Source: an optimization exercise on an open RTL-to-GDS flow (aim: small area, a short achievable clock period and few clock cycles). Production flows keep margins and buffers that such runs may drop. Function was checked by simulation only, so behaviour that the tests miss may differ from the original. The clock cells of runs 1, 4 and 5 come from the design's own scripts or RTL, not from TritonCTS. No driver is modelled on the clock port, so clock power and skew are understated where the tree is cut down; a real chip needs a root buffer or a tree. Power is estimated from default activity; no workload was simulated.

==> flow/design.v <==
module performance_counter #(
    parameter COUNTER_WIDTH = 16
) (
    input  logic                        clk,
    input  logic                        rst_n,
    input  logic                        block_completed,
    output logic [COUNTER_WIDTH-1:0]    blocks_processed,
    output logic [COUNTER_WIDTH-1:0]    cycles_elapsed
);
    logic [COUNTER_WIDTH-1:0] toggle;    
    always_comb begin
        toggle[0] = 1'b1;
        for (int i = 1; i < COUNTER_WIDTH; i++)
            toggle[i] = toggle[i-1] & blocks_processed[i-1];
    end
    always_ff @(posedge clk) begin
        blocks_processed <= {COUNTER_WIDTH{rst_n}}
                          & (blocks_processed ^ ({COUNTER_WIDTH{block_completed}} & toggle));
    end
    always_ff @(posedge clk) begin
        if (!rst_n)
            cycles_elapsed <= '0;
        else
            cycles_elapsed <= cycles_elapsed + 1'b1;
    end
endmodule
module encrypt_engine #(
    parameter BLOCK_WIDTH = 32
) (
    input  logic [BLOCK_WIDTH-1:0]  data_in,
    output logic [BLOCK_WIDTH-1:0]  data_out
);
    localparam logic [8*32-1:0] KEYS = {
        32'h55555555, 32'hAAAAAAAA, 32'h76543210, 32'hFEDCBA98,
        32'h9ABCDEF0, 32'h12345678, 32'hCAFEBABE, 32'hDEADBEEF
    };
    always_comb begin
        data_out = data_in;
        for (int r = 0; r < 8; r++) begin
            data_out = data_out ^ KEYS[r*32 +: 32];
            data_out = {data_out[BLOCK_WIDTH-2:0], data_out[BLOCK_WIDTH-1]};
        end
    end
endmodule
module crypto_accelerator_top #(
    parameter BLOCK_WIDTH = 32,
    parameter COUNTER_WIDTH = 16
) (
    input  logic                        clk,
    input  logic                        rst_n,
    input  logic [BLOCK_WIDTH-1:0]      data_in,
    input  logic                        data_in_valid,
    output logic                        data_in_ready,
    output logic [BLOCK_WIDTH-1:0]      data_out,
    output logic                        data_out_valid,
    input  logic                        data_out_ready,
    output logic [COUNTER_WIDTH-1:0]    blocks_processed,
    output logic [COUNTER_WIDTH-1:0]    cycles_elapsed
);
    logic [BLOCK_WIDTH-1:0] encrypted;
    logic [BLOCK_WIDTH-1:0] skid_data;
    logic                   skid_valid;    
    logic                   in_ready;      
    logic                   out_empty;     
    logic                   out_load;
    encrypt_engine #(.BLOCK_WIDTH(BLOCK_WIDTH)) u_encrypt_engine (
        .data_in  (data_in),
        .data_out (encrypted)
    );
    assign data_in_ready = in_ready;
    assign out_load = out_empty || data_out_ready;
    always_ff @(posedge clk) begin
        if (!rst_n) begin
            data_out_valid <= 1'b0;
            out_empty      <= 1'b1;
            skid_valid     <= 1'b0;
            in_ready       <= 1'b1;
        end else if (out_load) begin
            data_out_valid <= skid_valid || data_in_valid;
            out_empty      <= !(skid_valid || data_in_valid);
            skid_valid     <= 1'b0;
            in_ready       <= 1'b1;
        end else if (!skid_valid) begin
            skid_valid     <= data_in_valid;
            in_ready       <= !data_in_valid;
        end
    end
    always_ff @(posedge clk) begin
        if (out_load)
            data_out <= skid_valid ? skid_data : encrypted;
    end
    always_ff @(posedge clk) begin
        if (!skid_valid)
            skid_data <= encrypted;
    end
    performance_counter #(.COUNTER_WIDTH(COUNTER_WIDTH)) u_performance_counter (
        .clk              (clk),
        .rst_n            (rst_n),
        .block_completed  (!out_empty && data_out_ready),
        .blocks_processed (blocks_processed),
        .cycles_elapsed   (cycles_elapsed)
    );
endmodule
==> flow/flow/run.sh <==
#!/bin/bash
# Own layout flow: the standard ORFS flow (standard.sh) with
#  - every input and output port buffered by a plain sky130_fd_sc_hd__buf_1
#    (timing repair sizes it as needed) instead of the delay buffer
#    buffer_ports picks by default;
#  - ORFS's cts step replaced by flow/cts.tcl: a balanced one-level clock
#    tree (the clock port drives 4 clkbuf_16, each driving a cluster of
#    flip-flops), then setup repair aiming at REPAIR_MARGIN ns of slack;
#  - the same setup margin for the repair after global routing.
# Each step's output goes to its own log in the work folder (flow_place.log,
# flow_cts.log, flow_finish.log); ORFS's steps also keep their logs under
# orfs/logs/.
set -euo pipefail
REPAIR_MARGIN=${REPAIR_MARGIN:-4.0}
export BUFFER_PORTS_ARGS="-buffer_cell sky130_fd_sc_hd__buf_1"
bash standard.sh place > flow_place.log 2>&1
RESULTS_DIR=orfs/results/$FLOW_PLATFORM/crypto_accelerator_top/base \
PLATFORM_DIR=$FLOW_HOME/platforms/$FLOW_PLATFORM \
CTS_CLOCK_PORT=clk CTS_NBUF=4 CTS_BUF_CELL=sky130_fd_sc_hd__clkbuf_16 \
CTS_REPAIR_MARGIN=$REPAIR_MARGIN \
  openroad -no_init -exit flow/cts.tcl > flow_cts.log 2>&1
export SETUP_SLACK_MARGIN=$REPAIR_MARGIN
bash standard.sh > flow_finish.log 2>&1
==> flow/flow/cts.tcl <==
# Clock tree step, in place of ORFS's cts step: a one-level tree in which the
# clock port drives CTS_NBUF buffers (CTS_BUF_CELL), each driving the
# flip-flops of one cluster (k-means on the flip-flop positions). The tree is
# balanced: every flip-flop is one buffer from the port. Then setup repair
# aiming at CTS_REPAIR_MARGIN ns of slack, hold repair, and legalization.
# Reads 3_place.odb/.sdc and writes 4_1_cts.odb and 4_cts.sdc in RESULTS_DIR.
set P $::env(PLATFORM_DIR)
set R $::env(RESULTS_DIR)
read_liberty $P/lib/sky130_fd_sc_hd__tt_025C_1v80.lib
read_db $R/3_place.odb
read_sdc $R/3_place.sdc
source $P/setRC.tcl
set_dont_use [list sky130_fd_sc_hd__probe_p_8 sky130_fd_sc_hd__probec_p_8 sky130_fd_sc_hd__lpflow_*]

set block [ord::get_db_block]
set clknet [[$block findBTerm $::env(CTS_CLOCK_PORT)] getNet]
set sinks {}
foreach it [$clknet getITerms] {
  set inst [$it getInst]
  lappend sinks [list $it {*}[$inst getLocation]]
}
set n [llength $sinks]
set k $::env(CTS_NBUF)
puts "clock sinks: $n, clusters: $k"
# k-means, seeded with sinks sorted by angle around the centroid
set cx 0; set cy 0
foreach s $sinks { set cx [expr {$cx + [lindex $s 1]}]; set cy [expr {$cy + [lindex $s 2]}] }
set cx [expr {$cx / double($n)}]; set cy [expr {$cy / double($n)}]
set sorted [lsort -real -index 3 [lmap s $sinks { list {*}$s [expr {atan2([lindex $s 2]-$cy, [lindex $s 1]-$cx)}] }]]
set cent {}
for {set c 0} {$c < $k} {incr c} {
  set s [lindex $sorted [expr {int(($c + 0.5) * $n / $k)}]]
  lappend cent [list [lindex $s 1] [lindex $s 2]]
}
for {set iter 0} {$iter < 50} {incr iter} {
  set sumx [lrepeat $k 0.0]; set sumy [lrepeat $k 0.0]; set cnt [lrepeat $k 0]
  set assign {}
  foreach s $sorted {
    set best 0; set bd 1e30
    for {set c 0} {$c < $k} {incr c} {
      set d [expr {abs([lindex $s 1]-[lindex $cent $c 0]) + abs([lindex $s 2]-[lindex $cent $c 1])}]
      if {$d < $bd} { set bd $d; set best $c }
    }
    lappend assign $best
    lset sumx $best [expr {[lindex $sumx $best] + [lindex $s 1]}]
    lset sumy $best [expr {[lindex $sumy $best] + [lindex $s 2]}]
    lset cnt $best [expr {[lindex $cnt $best] + 1}]
  }
  for {set c 0} {$c < $k} {incr c} {
    if {[lindex $cnt $c] > 0} {
      lset cent $c [list [expr {[lindex $sumx $c] / [lindex $cnt $c]}] [expr {[lindex $sumy $c] / [lindex $cnt $c]}]]
    }
  }
}
puts "cluster sizes: $cnt"
set master [[ord::get_db] findMaster $::env(CTS_BUF_CELL)]
set bufs {}
for {set c 0} {$c < $k} {incr c} {
  set inst [odb::dbInst_create $block $master "clkbuf_leaf_$c"]
  set net [odb::dbNet_create $block "clknet_leaf_$c"]
  $net setSigType CLOCK
  [$inst findITerm A] connect $clknet
  [$inst findITerm X] connect $net
  $inst setLocation [expr {int([lindex $cent $c 0])}] [expr {int([lindex $cent $c 1])}]
  $inst setPlacementStatus PLACED
  lappend bufs $net
}
foreach s $sorted a $assign {
  set it [lindex $s 0]
  $it disconnect
  $it connect [lindex $bufs $a]
}
$clknet setSigType CLOCK
detailed_placement
set_propagated_clock [all_clocks]
estimate_parasitics -placement
report_clock_latency
report_worst_slack -max -digits 3
repair_timing -setup -setup_margin $::env(CTS_REPAIR_MARGIN) -repair_tns 100 -match_cell_footprint -verbose
repair_timing -hold -hold_margin 0 -match_cell_footprint -verbose
detailed_placement
check_placement -verbose
estimate_parasitics -placement
report_clock_latency
report_worst_slack -max -digits 3
report_checks -group_path_count 5 -format end
write_db $R/4_1_cts.odb
write_sdc -no_timestamp $R/4_cts.sdc
==> flow/standard.sh <==
#!/bin/bash
# synth_recipe.tcl (not shown) runs the flow's synth.tcl, then flattens the netlist and writes it again
# the make line also repeats each setting of config.mk as NAME=value (left out here)
make -C /OpenROAD-flow-scripts/flow DESIGN_CONFIG=/design/flow/config.mk WORK_HOME=/design/flow/orfs CLKGATE_MAP_FILE= SYNTH_SCRIPT=/design/flow/synth_recipe.tcl "${@:-finish}"
==> flow/config.mk <==
export PLATFORM = sky130hd
export DESIGN_NAME = crypto_accelerator_top
export DESIGN_NICKNAME = crypto_accelerator_top
export VERILOG_FILES = /design/flow/design.v
export SDC_FILE = /design/flow/constraint.sdc
export NUM_CORES = 4
export LEC_CHECK = 0
export CAP_MARGIN = 20
export CORE_MARGIN = 2
export CORE_UTILIZATION = 35
export SLEW_MARGIN = 20
==> flow/constraint.sdc <==
create_clock -name core_clock -period 6.0 [get_ports {clk}]
set_input_delay 1.2000 -clock core_clock [delete_from_list [all_inputs] [get_ports {clk}]]
set_output_delay 1.2000 -clock core_clock [all_outputs]
set_load 0.01 [all_outputs]
==> impl_metrics.env, run 1 <==
export IMPL_clock_fmax_mhz=444
export IMPL_r2r_start="u_performance_counter.blocks_processed[3]"
export IMPL_ff2ff_setup_slack_ps=4120
export IMPL_antenna_violating_nets_post_route=0
export IMPL_syn_avg_cell_area_um2=12.2
export IMPL_synth_cell_type_count=34
export IMPL_floorplan_die_area_mm2=0.0106
export IMPL_fp_row_count=36
export IMPL_drt_pass1_iter_count=4
export IMPL_critPathMaxStageDelay_ps=450
export IMPL_crit_required_ps=6090
export IMPL_min_delay_path_depth=2
export IMPL_leakagePower_nw=1.50
export IMPL_finalSetupViolations=0
export IMPL_p_sw_uw=214
export IMPL_finalSetupTns_ps=0
export IMPL_final_hold_viol_count=0
export IMPL_post_synthesis_instance_total=282
export IMPL_power_density_mw_per_mm2=258
export IMPL_power_ir_vdd_worst_v=0.000182
export IMPL_grt_overflow_total=0
export IMPL_global_route_usage_total=0.119
export IMPL_post_synthesis_cell_area_mm2=0.00344
export IMPL_netlist_top_cells_count="dfxtp_1, edfxtp_1, nand2_1, nor2_1"
export IMPL_post_synth_top_count_cell="dfxtp_1"
export IMPL_synth_sequential_area_ratio=0.675
export IMPL_drc_errors=0
export IMPL_num_nets_final=427
export IMPL_clock_network_fraction_of_design_power=0.257
export IMPL_number_of_antenna_violations_at_the_first_check_in_global_routing=0
export IMPL_cp_depth=5
export IMPL_whs_ps=448
export IMPL_setup_repair_after_global_routing_missed_its_margin="yes"
export IMPL_route_detailed_vias_per_inst=4.57
export IMPL_post_drt_wl_per_cell_um=13.2
export IMPL_worstSetupStartpointType="input port"
export IMPL_drt_iter0_markers=109
export IMPL_synth_largest_area_cell="dfxtp_1"
export IMPL_path_class="in2reg"
export IMPL_ys_dominant_reg_cell="dfxtp_1"
export IMPL_remaining_max_slew_budget_at_the_tightest_pin=0.398
export IMPL_drive_above_1_share=0.158
export IMPL_crit_chain="buf_8 > nand4b_4 > or4_4 > or3_4 > a21oi_2"
export IMPL_antenna_cells=0
export IMPL_cpLargestDelayFamily="simple AND/OR/NAND/NOR gates"
export IMPL_synthToLayoutAreaGrowth_pct=24.2
export IMPL_power_sequential_fraction=0.681
export IMPL_comb_power_share=0.062
export IMPL_timing_final_crit_share=0.375
export IMPL_worstSkewPairLatency_ps=160
export IMPL_grt_pass1_wl_mm=10.3
export IMPL_synth_fp_nets=320
export IMPL_io_pins=102
export IMPL_status="complete, no violations"
export IMPL_tightest_slew_ps=902
export IMPL_worst_path_max_fanout=4
export IMPL_finalWorstPathRequiredPeriod_ps=2250
export IMPL_crit_path_top_delay_cell="or4_4"
export IMPL_dominant_cells_by_area_after_synthesis="dfxtp_1, edfxtp_1, mux2_2"
export IMPL_place_worst_setup_slack_ps=3270
export IMPL_worst_r2r_path_cells=4
export IMPL_crit_buf_inv=1
export IMPL_postLayoutSetupSlackWorst_ps=3750
export IMPL_cts_reportedPaths_clkPinSlew_ps=90
export IMPL_number_of_buffers_inserted_by_port_buffering=101
export IMPL_yosysTopAreaCellShare=0.396
export IMPL_die_h_um=103
export IMPL_totalWireLength_mm=6.88
export IMPL_coreArea_mm2=0.00964
export IMPL_synth_seq_cells=100
export IMPL_min_delay_path_class="reg2reg"
export IMPL_hpwlAfterDp_mm=4.55
export IMPL_grt_pass1_vias=2062
export IMPL_setup_worst_path_end="u_performance_counter.blocks_processed[10]"
export IMPL_synth_warnings=3
export IMPL_final_setup_skew_ps=15.7
export IMPL_r2r_end="u_performance_counter.blocks_processed[10]"
export IMPL_synth_async_sr_flop_share=0
export IMPL_switching_share=0.195
export IMPL_count_of_flip_flops_with_a_built_in_enable_after_synthesis=32
export IMPL_sort_of_element_at_the_end_of_the_critical_path="flop"
export IMPL_largest_net_degree_at_the_start_of_global_routing=49
export IMPL_max_cap_viol_count=0
export IMPL_intPower_uw=886
export IMPL_report_final_slew_viol_count=0
export IMPL_width_of_the_die_um=103
export IMPL_worst_path_arrival_ps=2340
export IMPL_via_count=2376
export IMPL_start_util=0.357
export IMPL_cp_startpoint="data_out_ready"
export IMPL_gpl_final_weighted_congestion=0.776
-- cells in the final DEF (no fill, tap or decap), types with 3 or more instances in the layout --
master and count:
buf_1 99, dfxtp_1 57, nand2_1 32, edfxtp_1 32
nor2_1 23, mux2_2 18, o21ai_0 16, xnor2_1 12
dfxtp_2 11, nand4_1 8, xor2_1 7, nand3_1 7
a21oi_1 4, clkbuf_16 4, buf_6 4, nor3_1 3
a21oi_2 3, nor4_1 3, buf_4 3
-- kinds of logic after synthesis --
kind of cell | Yosys count | share of synthesized area
muxes | 20 | 0.0647
buffers and inverters | 12 | 0.0131
adders and majority gates | 2 | 0.00727
DFF | 100 | 0.675
and+or+nand+nor | 100 | 0.146
AOI/OAI and AO/OA | 29 | 0.0455
xor gates and xnor gates | 19 | 0.0484
-- through the flow --
step | std cells | power (mW) | utilization | cell area, um^2
after floorplan | 282 | 0.798 | - | 3440
after global placement | 507 | 0.828 | 0.410 | 3950
after detailed placement | 507 | 0.830 | 0.410 | 3950
after global routing | 520 | 1.15 | 0.443 | 4270
final | 520 | 1.10 | 0.443 | 4270
-- layer usage --
| metal | track usage | up-vias | part of all wire | wire, um |
|---|---|---|---|---|
| met5 | 0 | - | 0 | 0 |
| met4 | 0.0101 | 0 | 0.0077 | 53 |
| met3 | 0.0292 | 3 | 0.069 | 471 |
| met2 | 0.193 | 51 | 0.48 | 3320 |
| met1 | 0.168 | 1125 | 0.44 | 3030 |
| li1 | - | 1197 | - | - |
-- cell type report --
class / instances / area [um^2]
fillers: 956 / 5370
well taps: 133 / 166
inverters: 3 / 13.8
multi-input cells: 171 / 1170
repair buffers: 109 / 479
flip-flops and latches: 100 / 2340
plain buffers: 4 / 100
-- worst min path at each step --
stage                          endpoint           from  slack [ps]
final                          in_ready       in_ready         450
after global routing      skid_data[21]  skid_data[21]         500
after detailed placement       in_ready       in_ready         440
after global placement         in_ready       in_ready         440
after floorplan           skid_data[11]  skid_data[11]         430
-- state kept, by name (all words and copies together), names as in the netlist --
| register | cells |
|---|---|
| u_performance_counter.blocks_processed | 16 |
| skid_valid | 1 |
| data_out | 32 |
| data_out_valid | 1 |
| u_performance_counter.cycles_elapsed | 16 |
| skid_data | 32 |
| in_ready | 1 |
| out_empty | 1 |
-- worst reg2reg max path: cells and delay by family, from the launching register on --
kind / cells / cell delay [ps]
AO/OA/AOI/OAI: 1 / 120
AND/OR/NAND/NOR: 3 / 1260
flip-flops: 1 / 440
-- power by group through the flow --
stage | clock network [mW] | registers, mW | logic [mW]
6_report | 0.282 | 0.749 | 0.0687
5_1_grt | 0.321 | 0.754 | 0.0768
3_5_place_dp | 0 | 0.765 | 0.0652
3_3_place_gp | 0 | 0.764 | 0.0636
2_1_floorplan | 0 | 0.773 | 0.0251
Testbench counts, summed over its fixed seeds: cycles 11,071.
==> inputs of run 2 (changes only) <==
--- a/flow/flow/run.sh
+++ b/flow/flow/run.sh
@@ -1,4 +1,7 @@
 #!/bin/bash
 # Own layout flow: the standard ORFS flow (standard.sh) with
+#  - flow/fix_counter.tcl run at the end of floorplan (ORFS's POST_FLOORPLAN
+#    hook): it rebuilds the block counter's next-state logic so the late
+#    handshake signal passes through few gates (same function, same registers);
 #  - every input and output port buffered by a plain sky130_fd_sc_hd__buf_1
 #    (timing repair sizes it as needed) instead of the delay buffer
@@ -14,4 +17,5 @@
 REPAIR_MARGIN=${REPAIR_MARGIN:-4.0}
 export BUFFER_PORTS_ARGS="-buffer_cell sky130_fd_sc_hd__buf_1"
+export POST_FLOORPLAN_TCL=$PWD/flow/fix_counter.tcl
 bash standard.sh place > flow_place.log 2>&1
 RESULTS_DIR=orfs/results/$FLOW_PLATFORM/crypto_accelerator_top/base \
==> flow/flow/fix_counter.tcl (new file) <==
# Rebuild the next-state logic of the block counter (u_performance_counter's
# blocks_processed registers) so that the late handshake signal passes through
# few gates. Synthesis merges the handshake into the counter's carry chain;
# this builds, per bit i,
#   d[i] = rst_n & (q[i] ^ (hs & t[i])),  t[i] = &q[i-1:0],  hs = !out_empty & data_out_ready
# with t from a prefix-AND tree of the register outputs, then deletes the old
# logic that no longer drives anything. The function is unchanged (the
# RTL computes the same d), and the registers are untouched.
proc fc_lib {name} { return [[ord::get_db] findMaster sky130_fd_sc_hd__$name] }
set fc_block [ord::get_db_block]
set fc_n 0
proc fc_net {} {
  global fc_block fc_n
  incr fc_n
  set net [odb::dbNet_create $fc_block "fc_net_$fc_n"]
  return $net
}
proc fc_gate {cell ins} {
  # ins: list of {pin net}; returns the output net
  global fc_block fc_n
  incr fc_n
  set inst [odb::dbInst_create $fc_block [fc_lib $cell] "fc_g_$fc_n"]
  foreach {pin net} $ins { [$inst findITerm $pin] connect $net }
  set out [fc_net]
  foreach mt [[$inst getMaster] getMTerms] {
    if {[$mt getIoType] == "OUTPUT"} { [$inst findITerm [$mt getName]] connect $out }
  }
  return $out
}
proc fc_and {nets} {
  switch [llength $nets] {
    1 { return [lindex $nets 0] }
    2 { return [fc_gate and2_1 [list A [lindex $nets 0] B [lindex $nets 1]]] }
    3 { return [fc_gate and3_1 [list A [lindex $nets 0] B [lindex $nets 1] C [lindex $nets 2]]] }
    4 { return [fc_gate and4_1 [list A [lindex $nets 0] B [lindex $nets 1] C [lindex $nets 2] D [lindex $nets 3]]] }
  }
  error "fc_and: [llength $nets] inputs"
}
proc fc_find_reg {pattern} {
  global fc_block
  foreach inst [$fc_block getInsts] {
    if {[regexp $pattern [$inst getName]]} { return $inst }
  }
  error "no register matching $pattern"
}
proc fc_qnet {inst} { return [[$inst findITerm Q] getNet] }

set W 16
set q {}; set regs {}
for {set i 0} {$i < $W} {incr i} {
  set r [fc_find_reg [format {^u_performance_counter\.blocks_processed\\?\[%d\\?\]\$} $i]]
  lappend regs $r
  lappend q [fc_qnet $r]
}
set rst [[$fc_block findBTerm rst_n] getNet]
set rdy [[$fc_block findBTerm data_out_ready] getNet]
set empty [fc_qnet [fc_find_reg {^out_empty\$}]]

set hs [fc_gate and2b_1 [list A_N $empty B $rdy]]
# prefix ANDs: t(i) = &q[i-1:0]
set nib {}
for {set k 0} {$k < 3} {incr k} { lappend nib [fc_and [lrange $q [expr {4*$k}] [expr {4*$k+3}]]] }
set pre(0) {}
set pre(1) [list [lindex $nib 0]]
set pre(2) [list [fc_and [lrange $nib 0 1]]]
set pre(3) [list [fc_and [list [lindex $pre(2) 0] [lindex $nib 2]]]]
for {set i 1} {$i < $W} {incr i} {
  set full [expr {$i / 4}]
  set rest [lrange $q [expr {4*$full}] [expr {$i - 1}]]
  set t($i) [fc_and [concat $pre($full) $rest]]
}
set old {}
for {set i 0} {$i < $W} {incr i} {
  set r [lindex $regs $i]
  if {$i == 0} {
    set x [fc_gate inv_1 [list A $hs]]
  } else {
    set x [fc_gate nand2_1 [list A $hs B $t($i)]]
  }
  set y [fc_gate xnor2_1 [list A [lindex $q $i] B $x]]
  set d [fc_gate and2_1 [list A $rst B $y]]
  set dit [$r findITerm D]
  lappend old [$dit getNet]
  $dit disconnect
  $dit connect $d
}
# delete logic left without loads
set changed 1
set removed 0
while {$changed} {
  set changed 0
  foreach inst [$fc_block getInsts] {
    if {[[$inst getMaster] isSequential]} continue
    set outs 0; set loads 0; set isout 0
    foreach it [$inst getITerms] {
      if {[$it isOutputSignal]} {
        incr outs
        set net [$it getNet]
        if {$net == "NULL" || $net == ""} continue
        foreach it2 [$net getITerms] { if {[$it2 isInputSignal]} { incr loads } }
        if {[llength [$net getBTerms]] > 0} { set isout 1 }
      }
    }
    if {$outs > 0 && $loads == 0 && !$isout} {
      set nets {}
      foreach it [$inst getITerms] { if {[$it isOutputSignal]} { lappend nets [$it getNet] } }
      odb::dbInst_destroy $inst
      foreach net $nets { if {$net != "NULL" && $net != ""} { if {[llength [$net getITerms]] == 0 && [llength [$net getBTerms]] == 0} { odb::dbNet_destroy $net } } }
      incr removed; set changed 1
    }
  }
}
foreach net [$fc_block getNets] {
  if {[llength [$net getITerms]] == 0 && [llength [$net getBTerms]] == 0 && ![$net isSpecial]} { odb::dbNet_destroy $net }
}
puts "fix_counter: rebuilt $W bits with $fc_n new objects, removed $removed old cells"
==> impl_metrics.env, run 2 <==
export IMPL_syn_avg_cell_area_um2=12.2
export IMPL_synth_warnings=3
export IMPL_post_synthesis_cell_area_mm2=0.00344
export IMPL_die_h_um=103
export IMPL_start_util=0.357
export IMPL_status="stopped before the end"
export IMPL_post_synthesis_instance_total=282
export IMPL_synth_fp_nets=320
export IMPL_post_synth_top_count_cell="dfxtp_1"
export IMPL_stop_stage="floorplan"
export IMPL_width_of_the_die_um=103
export IMPL_synth_sequential_area_ratio=0.675
export IMPL_ys_dominant_reg_cell="dfxtp_1"
export IMPL_synth_async_sr_flop_share=0
export IMPL_synth_largest_area_cell="dfxtp_1"
export IMPL_synth_seq_cells=100
export IMPL_first_error="Error: floorplan.tcl, 161 can't read \"fc_block\": no such variable"
export IMPL_yosysTopAreaCellShare=0.396
export IMPL_fp_row_count=36
export IMPL_count_of_flip_flops_with_a_built_in_enable_after_synthesis=32
export IMPL_dominant_cells_by_area_after_synthesis="dfxtp_1, edfxtp_1, mux2_2"
export IMPL_synth_cell_type_count=34
export IMPL_netlist_top_cells_count="dfxtp_1, edfxtp_1, nand2_1, nor2_1"
[run 2: cell counts after synthesis]
Identical to the previous run, type by type.
[run 2: logic make-up after synthesis]
group | share of synthesized area
AO/OA/AOI/OAI | 0.0455
AND/OR/NAND/NOR | 0.146
buffers and inverters | 0.0131
XOR/XNOR | 0.0484
adder cells (fa/ha/maj) | 0.00727
flip-flops | 0.675
multiplexers | 0.0647
==> inputs of run 3 (changes only) <==
--- a/flow/flow/fix_counter.tcl
+++ b/flow/flow/fix_counter.tcl
@@ -8,6 +8,7 @@
 # RTL computes the same d), and the registers are untouched.
 proc fc_lib {name} { return [[ord::get_db] findMaster sky130_fd_sc_hd__$name] }
-set fc_block [ord::get_db_block]
-set fc_n 0
+set ::fc_block [ord::get_db_block]
+set fc_block $::fc_block
+set ::fc_n 0
 proc fc_net {} {
   global fc_block fc_n
==> impl_metrics.env, run 3 <==
export IMPL_synth_async_sr_flop_share=0
export IMPL_fp_row_count=36
export IMPL_synth_seq_cells=100
export IMPL_synth_fp_nets=320
export IMPL_yosysTopAreaCellShare=0.396
export IMPL_stop_stage="floorplan"
export IMPL_width_of_the_die_um=103
export IMPL_synth_largest_area_cell="dfxtp_1"
export IMPL_start_util=0.357
export IMPL_synth_cell_type_count=34
export IMPL_status="stopped before the end"
export IMPL_netlist_top_cells_count="dfxtp_1, edfxtp_1, nand2_1, nor2_1"
export IMPL_post_synthesis_cell_area_mm2=0.00344
export IMPL_die_h_um=103
export IMPL_synth_sequential_area_ratio=0.675
export IMPL_post_synthesis_instance_total=282
export IMPL_count_of_flip_flops_with_a_built_in_enable_after_synthesis=32
export IMPL_first_error="Error: floorplan.tcl, 161 can't read \"fc_n\": no such variable"
export IMPL_synth_warnings=3
export IMPL_post_synth_top_count_cell="dfxtp_1"
export IMPL_syn_avg_cell_area_um2=12.2
export IMPL_dominant_cells_by_area_after_synthesis="dfxtp_1, edfxtp_1, mux2_2"
export IMPL_ys_dominant_reg_cell="dfxtp_1"
run 3: cell counts after synthesis:
No cell type changed its count.
run 3: cells by family after synthesis:
group                    synth area share
buffers and inverters              0.0131
AND/OR/NAND/NOR                     0.146
XOR/XNOR                           0.0484
AO/OA/AOI/OAI                      0.0455
multiplexers                       0.0647
flip-flops                          0.675
adder cells (fa/ha/maj)           0.00727
==> inputs of run 4 (changes only) <==
--- a/flow/flow/fix_counter.tcl
+++ b/flow/flow/fix_counter.tcl
@@ -115,3 +115,3 @@
   if {[llength [$net getITerms]] == 0 && [llength [$net getBTerms]] == 0 && ![$net isSpecial]} { odb::dbNet_destroy $net }
 }
-puts "fix_counter: rebuilt $W bits with $fc_n new objects, removed $removed old cells"
+puts "fix_counter: rebuilt $W bits with $::fc_n new objects, removed $removed old cells"
==> impl_metrics.env, run 4 <==
export IMPL_grt_pass1_vias=2001
export IMPL_start_util=0.357
export IMPL_gpl_final_weighted_congestion=0.714
export IMPL_remaining_max_slew_budget_at_the_tightest_pin=0.408
export IMPL_drc_errors=0
export IMPL_power_ir_vdd_worst_v=0.000145
export IMPL_post_synthesis_cell_area_mm2=0.00344
export IMPL_tightest_slew_ps=888
export IMPL_coreArea_mm2=0.00964
export IMPL_finalSetupTns_ps=0
export IMPL_syn_avg_cell_area_um2=12.2
export IMPL_synth_fp_nets=320
export IMPL_p_sw_uw=215
export IMPL_finalWorstPathRequiredPeriod_ps=1970
export IMPL_synth_largest_area_cell="dfxtp_1"
export IMPL_fp_row_count=36
export IMPL_crit_required_ps=6050
export IMPL_worst_hold_startpoint="u_performance_counter.cycles_elapsed[0]"
export IMPL_width_of_the_die_um=103
export IMPL_fin_util=0.426
export IMPL_grt_overflow_total=0
export IMPL_largest_registers_ranked_by_flip_flop_count="data_out: 32 flops, skid_data: 32 flops"
export IMPL_antenna_violating_nets_post_route=0
export IMPL_worst_r2r_path_cells=7
export IMPL_synth_async_sr_flop_share=0
export IMPL_design_area_mm2=0.00411
export IMPL_number_of_buffers_inserted_by_port_buffering=101
export IMPL_power_sequential_fraction=0.682
export IMPL_number_of_antenna_violations_at_the_first_check_in_global_routing=0
export IMPL_io_pins=102
export IMPL_antenna_cells=0
export IMPL_synth_warnings=3
export IMPL_final_setup_skew_ps=28.9
export IMPL_intPower_uw=884
export IMPL_clock_network_fraction_of_design_power=0.260
export IMPL_via_count=2303
export IMPL_ff2ff_setup_slack_ps=4310
export IMPL_drive_above_1_share=0.0892
export IMPL_drt_pass1_iter_count=4
export IMPL_worst_path_arrival_ps=2020
export IMPL_post_synthesis_instance_total=282
export IMPL_worstSkewPairLatency_ps=170
export IMPL_clock_fmax_mhz=507
export IMPL_comb_power_share=0.058
export IMPL_path_class="in2reg"
export IMPL_max_cap_viol_count=0
export IMPL_postPlaceCellArea_mm2=0.00399
export IMPL_whs_ps=452
export IMPL_synth_cell_type_count=34
export IMPL_totalWireLength_mm=6.28
export IMPL_sort_of_element_at_the_end_of_the_critical_path="flop"
export IMPL_global_route_usage_total=0.110
export IMPL_dominant_cells_by_area_after_synthesis="dfxtp_1, edfxtp_1, mux2_2"
export IMPL_die_h_um=103
export IMPL_timing_final_crit_share=0.329
export IMPL_power_density_mw_per_mm2=267
export IMPL_route_detailed_vias_per_inst=4.48
export IMPL_mostFrequentLayoutCell="buf_1"
export IMPL_count_of_flip_flops_with_a_built_in_enable_after_synthesis=32
export IMPL_worstSetupStartpointType="input port"
export IMPL_yosysTopAreaCellShare=0.396
export IMPL_largest_net_degree_at_the_start_of_global_routing=49
export IMPL_grt_pass1_wl_mm=9.67
export IMPL_hpwlAfterDp_mm=4.32
export IMPL_r2r_end="u_performance_counter.blocks_processed[15]"
export IMPL_report_final_slew_viol_count=0
export IMPL_synth_seq_cells=100
export IMPL_synth_sequential_area_ratio=0.675
export IMPL_worstHoldEndpoint="u_performance_counter.cycles_elapsed[0]"
export IMPL_worst_path_max_fanout=35
export IMPL_setup_repair_after_global_routing_missed_its_margin="yes"
export IMPL_switching_share=0.195
export IMPL_num_nets_final=420
export IMPL_min_delay_path_depth=1
export IMPL_leakagePower_nw=1.41
export IMPL_min_delay_path_class="reg2reg"
export IMPL_final_hold_viol_count=0
export IMPL_ys_dominant_reg_cell="dfxtp_1"
export IMPL_cts_reportedPaths_clkPinSlew_ps=90
export IMPL_post_drt_wl_per_cell_um=12.2
export IMPL_netlist_top_cells_count="dfxtp_1, edfxtp_1, nand2_1, nor2_1"
export IMPL_finalSetupViolations=0
export IMPL_r2r_start="u_performance_counter.blocks_processed[2]"
export IMPL_drt_iter0_markers=35
export IMPL_post_synth_top_count_cell="dfxtp_1"
export IMPL_synthToLayoutAreaGrowth_pct=19.5
export IMPL_most_frequent_cells_in_the_layout="buf_1, dfxtp_1, nand2_1, edfxtp_1, and2_1"
export IMPL_floorplan_die_area_mm2=0.0106
export IMPL_status="complete, no violations"
[run 4: how the worst max path moves through the flow]
stage | cells after the start | slack [ps] | end | startpoint
floorplan | 4 | 3610 | u_performance_counter.blocks_processed[10] | data_out_ready
global placement | 4 | 3510 | in_ready | rst_n
detailed placement | 4 | 3460 | in_ready | rst_n
global route | 5 | 3930 | data_out_valid | data_out_ready
finish | 4 | 4030 | in_ready | data_out_ready
[run 4: cells by family (layout without fill, tap and decap cells)]
family                   after synthesis  in the layout  share of synthesized area
AND/OR/NAND/NOR                      100            106                      0.146
adder cells (fa/ha/maj)                2              1                    0.00727
XOR/XNOR                              19             26                     0.0484
buffers and inverters                 12            108                     0.0131
multiplexers                          20             18                     0.0647
AO/OA/AOI/OAI                         29             22                     0.0455
flip-flops                           100            100                      0.675
[run 4: metrics by stage]
step                power [mW]  worst slack (ps)  instances
finish                    1.10              4030        514
global route              1.14              3930        514
detailed placement       0.830              3460        510
global placement         0.827              3510        510
floorplan                0.798              3610        282
[run 4: area by class of cell]
| cell class | instances | area (um^2) |
|---|---|---|
| timing repair buffer | 101 | 383 |
| inverter | 3 | 11.3 |
| buffer | 4 | 100 |
| fill | 958 | 5530 |
| sequential | 100 | 2330 |
| multi-input combinational | 173 | 1120 |
| tap | 133 | 166 |
[run 4: worst max-delay path, stage by stage]
cell and delay [ps]:
buf_1 80, or2_4 400, nor3_1 270, nand2_1 60
[run 4: power by group through the flow]
stage               registers (mW)  logic (mW)  clock network [mW]
floorplan                    0.773      0.0251                   0
global placement             0.764      0.0626                   0
detailed placement           0.765      0.0644                   0
global route                 0.753      0.0733               0.317
finish                       0.749      0.0638               0.285
[run 4: per-layer routing]
| layer | share of wire | up-vias | wire length, um | global-route usage |
|---|---|---|---|---|
| met3 | 0.065 | 5 | 411 | 0.0136 |
| met2 | 0.43 | 72 | 2700 | 0.177 |
| met4 | 0.017 | 0 | 104 | 0.0172 |
| met1 | 0.49 | 1058 | 3070 | 0.163 |
| li1 | - | 1168 | - | - |
| met5 | 0 | - | 0 | 0 |
==> inputs of run 5 (changes only) <==
--- a/flow/flow/run.sh
+++ b/flow/flow/run.sh
@@ -15,5 +15,5 @@
 # orfs/logs/.
 set -euo pipefail
-REPAIR_MARGIN=${REPAIR_MARGIN:-4.0}
+REPAIR_MARGIN=${REPAIR_MARGIN:-4.15}
 export BUFFER_PORTS_ARGS="-buffer_cell sky130_fd_sc_hd__buf_1"
 export POST_FLOORPLAN_TCL=$PWD/flow/fix_counter.tcl
==> impl_metrics.env, run 5 <==
export IMPL_synth_area_in_compound_gates=0.0455
export IMPL_synth_seq_cells=100
export IMPL_synthToLayoutAreaGrowth_pct=35.0
export IMPL_synth_cell_type_count=34
export IMPL_width_of_the_die_um=103
export IMPL_worstSetupStartpointType="flop"
export IMPL_number_of_antenna_violations_at_the_first_check_in_global_routing=0
export IMPL_drc_errors=0
export IMPL_coreArea_mm2=0.00964
export IMPL_ys_dominant_reg_cell="dfxtp_1"
export IMPL_final_hold_viol_count=0
export IMPL_main_combinational_cell_family_by_area_after_synthesis="simple AND/OR/NAND/NOR gates"
export IMPL_worst_hold_startpoint="in_ready"
export IMPL_synth_largest_area_cell="dfxtp_1"
export IMPL_timing_final_crit_share=0.321
export IMPL_setup_repair_after_global_routing_missed_its_margin="yes"
export IMPL_post_synth_xor_area_fraction=0.0484
export IMPL_report_final_slew_viol_count=0
export IMPL_num_nets_final=451
export IMPL_via_count=2499
export IMPL_min_delay_path_depth=2
export IMPL_remaining_max_slew_budget_at_the_tightest_pin=0.400
export IMPL_fin_util=0.482
export IMPL_worst_path_max_fanout=1
export IMPL_totalWireLength_mm=7.09
export IMPL_antenna_cells=0
export IMPL_yosys_area_share_simple=0.146
export IMPL_critPathMaxStageDelay_ps=410
export IMPL_io_pins=102
export IMPL_crit_path_top_delay_cell="edfxtp_1"
export IMPL_largest_net_degree_at_the_start_of_global_routing=49
export IMPL_fp_row_count=36
export IMPL_count_of_filler_cells_inserted_in_the_layout=924
export IMPL_synth_warnings=3
export IMPL_dominant_cells_by_area_after_synthesis="dfxtp_1, edfxtp_1, mux2_2"
export IMPL_multi_input_area_mm2=0.00118
export IMPL_max_cap_viol_count=0
export IMPL_crit_chain="clkbuf_2"
export IMPL_finalSetupViolations=0
export IMPL_post_synth_top_count_cell="dfxtp_1"
export IMPL_synth_sequential_area_ratio=0.675
export IMPL_number_of_buffers_inserted_by_port_buffering=101
export IMPL_yosysTopAreaCellShare=0.396
export IMPL_worstSkewPairLatency_ps=170
export IMPL_die_h_um=103
export IMPL_adder_cell_share_of_the_synthesized_area=0.00728
export IMPL_path_class="reg2out"
export IMPL_worst_r2r_path_cells=8
export IMPL_r2r_end="u_performance_counter.blocks_processed[15]"
export IMPL_final_setup_skew_ps=28.8
export IMPL_ff2ff_setup_slack_ps=4310
export IMPL_synth_async_sr_flop_share=0
export IMPL_gpl_final_weighted_congestion=0.714
export IMPL_syn_avg_cell_area_um2=12.2
export IMPL_largest_registers_ranked_by_flip_flop_count="data_out: 32 flops, skid_data: 32 flops"
export IMPL_leakagePower_nw=1.89
export IMPL_global_route_usage_total=0.119
export IMPL_floorplan_die_area_mm2=0.0106
export IMPL_crit_buf_inv=1
export IMPL_grt_pass1_vias=2096
export IMPL_r2r_start="u_performance_counter.blocks_processed[0]"
export IMPL_post_synthesis_mux_area_share=0.0648
export IMPL_seqCellArea_mm2=0.00239
export IMPL_finalSetupTns_ps=0
export IMPL_sort_of_element_at_the_end_of_the_critical_path="primary output"
export IMPL_clock_fmax_mhz=520
export IMPL_hpwlAfterDp_mm=4.32
export IMPL_antenna_violating_nets_post_route=0
export IMPL_start_util=0.357
export IMPL_drt_pass1_iter_count=4
export IMPL_worstHoldEndpoint="in_ready"
export IMPL_power_density_mw_per_mm2=240
export IMPL_drt_iter0_markers=50
export IMPL_drive_above_1_share=0.417
export IMPL_count_of_flip_flops_with_a_built_in_enable_after_synthesis=32
export IMPL_power_ir_vdd_worst_v=0.000146
export IMPL_status="complete, no violations"
export IMPL_post_synthesis_cell_area_mm2=0.00344
export IMPL_cpLargestDelayFamily="flip-flops"
export IMPL_worst_path_arrival_ps=720
export IMPL_post_synthesis_instance_total=282
export IMPL_synth_fp_nets=320
export IMPL_crit_required_ps=4800
export IMPL_grt_overflow_total=0
export IMPL_min_delay_path_class="reg2reg"
export IMPL_netlist_top_cells_count="dfxtp_1, edfxtp_1, nand2_1, nor2_1"
export IMPL_cts_reportedPaths_clkPinSlew_ps=110
export IMPL_most_frequent_cells_in_the_layout="buf_1, dfxtp_1, edfxtp_1, clkbuf_2, buf_4"
export IMPL_tightest_slew_ps=900
export IMPL_finalWorstPathRequiredPeriod_ps=1920
export IMPL_grt_pass1_wl_mm=10.4
export IMPL_post_drt_wl_per_cell_um=13.0
export IMPL_route_detailed_vias_per_inst=4.59
run 5: changes by cell type in the layout (fill, tap and decap cells not counted), sizes merged:
cell / previous run / this run
clkbuf: 5 / 36
buf: 100 / 98
and2b: 1 / 2
or2: 1 / 2
run 5: cells by family after synthesis:
family	after synthesis
AND/OR/NAND/NOR	100
flip-flops	100
AO/OA/AOI/OAI	29
multiplexers	20
XOR/XNOR	19
buffers and inverters	12
adder cells (fa/ha/maj)	2
run 5: cell type report:
cell class / instances / share of cell area
repair buffers: 130 / 0.172
inverters: 3 / 0.00296
flip-flops and latches: 100 / 0.515
plain buffers: 4 / 0.0216
well taps: 133 / 0.0358
multi-input cells: 175 / 0.253
run 5: how the worst max path moves through the flow:
| stage | start | endpoint | slack (ps) | cells past startpoint |
|---|---|---|---|---|
| after floorplan | data_out_ready | u_performance_counter.blocks_processed[10] | 3610 | 4 |
| after global placement | rst_n | in_ready | 3510 | 4 |
| after detailed placement | rst_n | in_ready | 3460 | 4 |
| after global routing | data_out[19] | data_out[19] | 4040 | 1 |
| final | data_out[19] | data_out[19] | 4080 | 1 |
run 5: report_power, final:
| group | internal, mW | switching [mW] |
|---|---|---|
| Sequential | 0.732 | 0.0133 |
| Combinational | 0.0385 | 0.0427 |
| Clock | 0.123 | 0.164 |
run 5: metal layers:
layer | wire (um) | part of all wire | global-route usage | vias to the layer above
met5 | 0 | 0 | 0 | -
met4 | 104 | 0.015 | 0.0172 | 0
met3 | 450 | 0.063 | 0.0136 | 5
met2 | 3200 | 0.45 | 0.191 | 87
met1 | 3340 | 0.47 | 0.178 | 1172
li1 | - | - | - | 1235
run 5: through the flow:
step	hold WS [ps]	power (mW)	cell area [um^2]	instances	setup slack, ps
global route	497	1.16	4640	545	4040
global placement	439	0.827	3990	510	3510
detailed placement	451	0.830	3990	510	3460
finish	463	1.11	4640	545	4080
floorplan	431	0.798	3440	282	3610

==> separate check: timing with driven ports <==
How much do the figures lean on ideal ports? The routed layouts below were timed once more, with nothing changed but the port constraints.
Step 1: set_driving_cell puts a clkbuf_16 on clk and a buf_2 on each other input, an assumption about the parent block.
Step 2 times the ports against the registers' clock, not the clock port: input delays grow and output delays shrink by t, the midpoint of the rising clock arrivals with the driver on.
Three values: no drivers, after step 1, after step 2; two values: the first two.
| run | t (ns) | setup WS [ns] | worst setup path after step 2 |
|---|---|---|---|
| run 1 | 0.232 | 3.749 / 3.770 / 3.538 | input to register |
| run 4 | 0.233 | 4.027 / 3.961 / 3.840 | input to register |
| run 5 | 0.235 | 4.075 / 3.995 / 3.923 | input to register |
After both steps every run listed still meets setup and hold. For run 1, which loses most, drivers alone change the setup slack by +0.021 ns; drivers and shift together by -0.211 ns.
